This design comes from an exercise in tuning for small area, a short achievable clock period and few clock cycles per item on the open sky130 flow, not from production work. Where RTL was checked, it was by simulation tests only, not by an equivalence proof against the original. No activity file was given, so power comes from the tool's default toggle rates.

Setup of old:
Design pdcch_top, start of the top module:
module pdcch_top #(parameter
  TOP_CONFIG_BIT_WIDTH=110,
  CONT_CONFIG_BIT_WIDTH=105,
  OP_DATA_WIDTH=8,
  FIFO_DEPTH=16,
  PTR_SIZE=$clog2(FIFO_DEPTH)
)(
  input                             clk,
  input                             reset,
  input  [TOP_CONFIG_BIT_WIDTH-1:0] s_axis_top_config_data,
  input                             s_axis_top_config_valid,
  output                            s_axis_top_config_ready,
  output [OP_DATA_WIDTH-1:0]        m_axis_top_data,
  output                            m_axis_top_valid,
  input                             m_axis_top_ready
);
==> flow/config.mk <==
export PLATFORM = sky130hd
export DESIGN_NAME = pdcch_top
export DESIGN_NICKNAME = pdcch_top
export VERILOG_FILES = /design/flow/design.v
export SDC_FILE = /design/flow/constraint.sdc
export NUM_CORES = 4
export LEC_CHECK = 0
export ABC_CLOCK_PERIOD_IN_PS = 2500
export CAP_MARGIN = 20
export CORE_MARGIN = 2
export CORE_UTILIZATION = 40
export CTS_BUF_LIST = sky130_fd_sc_hd__clkbuf_8
export CTS_CLUSTER_DIAMETER = 80
export CTS_CLUSTER_SIZE = 30
export SLEW_MARGIN = 20
==> flow/constraint.sdc <==
create_clock -name core_clock -period 8.5 [get_ports {clk}]
set_input_delay 1.7000 -clock core_clock [delete_from_list [all_inputs] [get_ports {clk}]]
set_output_delay 1.7000 -clock core_clock [all_outputs]
set_load 0.01 [all_outputs]
standard.sh (not shown) runs the stock make flow with config.mk's settings and CLKGATE_MAP_FILE= SYNTH_SCRIPT=/design/flow/synth_recipe.tcl, a recipe that flattens the netlist after the stock synthesis.
==> flow/flow/run.sh <==
#!/bin/bash
# Standard layout with two changes: the port buffers are buf_1 (inputs) and
# buf_4 (outputs) instead of the default choice (a slow delay buffer), and
# repair_timing aims at a larger setup margin.
set -euo pipefail
here=$(cd "$(dirname "$0")" && pwd)
export BUFFER_PORTS_ARGS="-inputs -buffer_cell sky130_fd_sc_hd__buf_1"
export PRE_GLOBAL_PLACE_TCL="$here/ports.tcl"
export SETUP_SLACK_MARGIN=5.8
bash standard.sh > standard_flow.log 2>&1
==> flow/flow/ports.tcl <==
# Output ports get buf_4 buffers (they drive the 10 fF port load); the input
# ports are buffered with buf_1 through BUFFER_PORTS_ARGS.
buffer_ports -outputs -buffer_cell sky130_fd_sc_hd__buf_4
Setup changes, old to new
diff --git a/flow/flow/run.sh b/flow/flow/run.sh
--- a/flow/flow/run.sh
+++ b/flow/flow/run.sh
@@ -7,4 +7,4 @@
 export BUFFER_PORTS_ARGS="-inputs -buffer_cell sky130_fd_sc_hd__buf_1"
 export PRE_GLOBAL_PLACE_TCL="$here/ports.tcl"
-export SETUP_SLACK_MARGIN=5.8
+export SETUP_SLACK_MARGIN=5.9
 bash standard.sh > standard_flow.log 2>&1
Results
- Diff old and new: worst-case register-to-register setup slack higher in new
- Comparing old and new, sequential share of layout area is higher on old.
- Relative to old, net total in the final layout has increased by 52 in new.
- Of old and new, old shows the lower wire length, with new above it.
- Post-synthesis share of cell area spent on xor and xnor gates: new vs old identical
- new reports a higher design area than old does.
- | final worst-path cycle share | lower: old |
- As of new, routed wirelength normalized by instance count had risen by a little under 10% compared to old.
- Diff old..new | maximum clock skew at final layout | negligible
- new ended up with a higher final-layout worst hold slack than old did.
Function was not checked in any run of this note: the RTL went through the layout flow alone.

========
Another version of the RTL of pdcch_top (not shown whole).
Size in the first run: ~1100 cells after synthesis.
export LEC_CHECK = 0
export ABC_CLOCK_PERIOD_IN_PS = 2500
export CAP_MARGIN = 20
export CORE_MARGIN = 2
export CORE_UTILIZATION = 40
export CTS_BUF_LIST = sky130_fd_sc_hd__clkbuf_8
export CTS_CLUSTER_DIAMETER = 80
export CTS_CLUSTER_SIZE = 30
export SLEW_MARGIN = 20
create_clock -name core_clock -period 8.5 [get_ports {clk}]
==> flow/flow/run.sh <==
#!/bin/bash
# Standard layout with two changes: the port buffers are buf_1 (inputs) and
# buf_4 (outputs) instead of the default choice (a slow delay buffer), and
# repair_timing aims at a larger setup margin.
set -euo pipefail
here=$(cd "$(dirname "$0")" && pwd)
export BUFFER_PORTS_ARGS="-inputs -buffer_cell sky130_fd_sc_hd__buf_1"
export PRE_GLOBAL_PLACE_TCL="$here/ports.tcl"
export SETUP_SLACK_MARGIN=5.7
bash standard.sh > standard_flow.log 2>&1
Scripts as last shown in full above: flow/flow/ports.tcl
Testbench counts at the start, summed over its fixed seeds: cycles 14,881, items 13,663.
Edit:
--- a/flow/flow/run.sh
+++ b/flow/flow/run.sh
@@ -8,3 +8,3 @@
 export PRE_GLOBAL_PLACE_TCL="$here/ports.tcl"
-export SETUP_SLACK_MARGIN=5.7
+export SETUP_SLACK_MARGIN=5.8
 bash standard.sh > standard_flow.log 2>&1
--- a/flow/config.mk
+++ b/flow/config.mk
@@ -7,3 +7,3 @@
 export LEC_CHECK = 0
-export ABC_CLOCK_PERIOD_IN_PS = 2500
+export ABC_CLOCK_PERIOD_IN_PS = 2000
 export CAP_MARGIN = 20
After rerunning:
- routed wire length drops slightly
- hold slack stays flat
- synthesized cell count does not change
- non-clock buffer count climbs by 1
- clock power drops by about a fifth

what the ideal ports hide:
How much do the figures lean on ideal ports? The routed layouts below were timed once more, with nothing changed but the port constraints.
Step 1: set_driving_cell puts a clkbuf_16 on clk and a buf_2 on each other input, an assumption about the parent block.
Step 2 times the ports against the registers' clock, not the clock port: input delays grow and output delays shrink by t, the midpoint of the rising clock arrivals with the driver on.
Three values: ideal, step 1, step 2; two values: the first two.
| run | shift t [ns] | setup slack, ns | hold slack, ns | latest minus earliest clock arrival (ns) |
|---|---|---|---|---|
| old | 0.499 | 5.679 / 5.696 / 5.197 | 0.524 / 0.524 / 0.524 | 0.014 / 0.014 |
| new | 0.493 | 5.664 / 5.685 / 5.192 | 0.540 / 0.540 / 0.540 | 0.017 / 0.016 |
| the first run of note 2 | 0.497 | 5.746 / 5.746 / 5.327 | 0.519 / 0.519 / 0.519 | 0.017 / 0.016 |
| the second run of note 2 | 0.491 | 5.846 / 5.834 / 5.389 | 0.517 / 0.517 / 0.517 | 0.015 / 0.014 |
After both steps setup and hold are still met in every run listed. For old, which loses most, drivers alone change the setup slack by +0.017 ns; drivers and shift together by -0.482 ns.
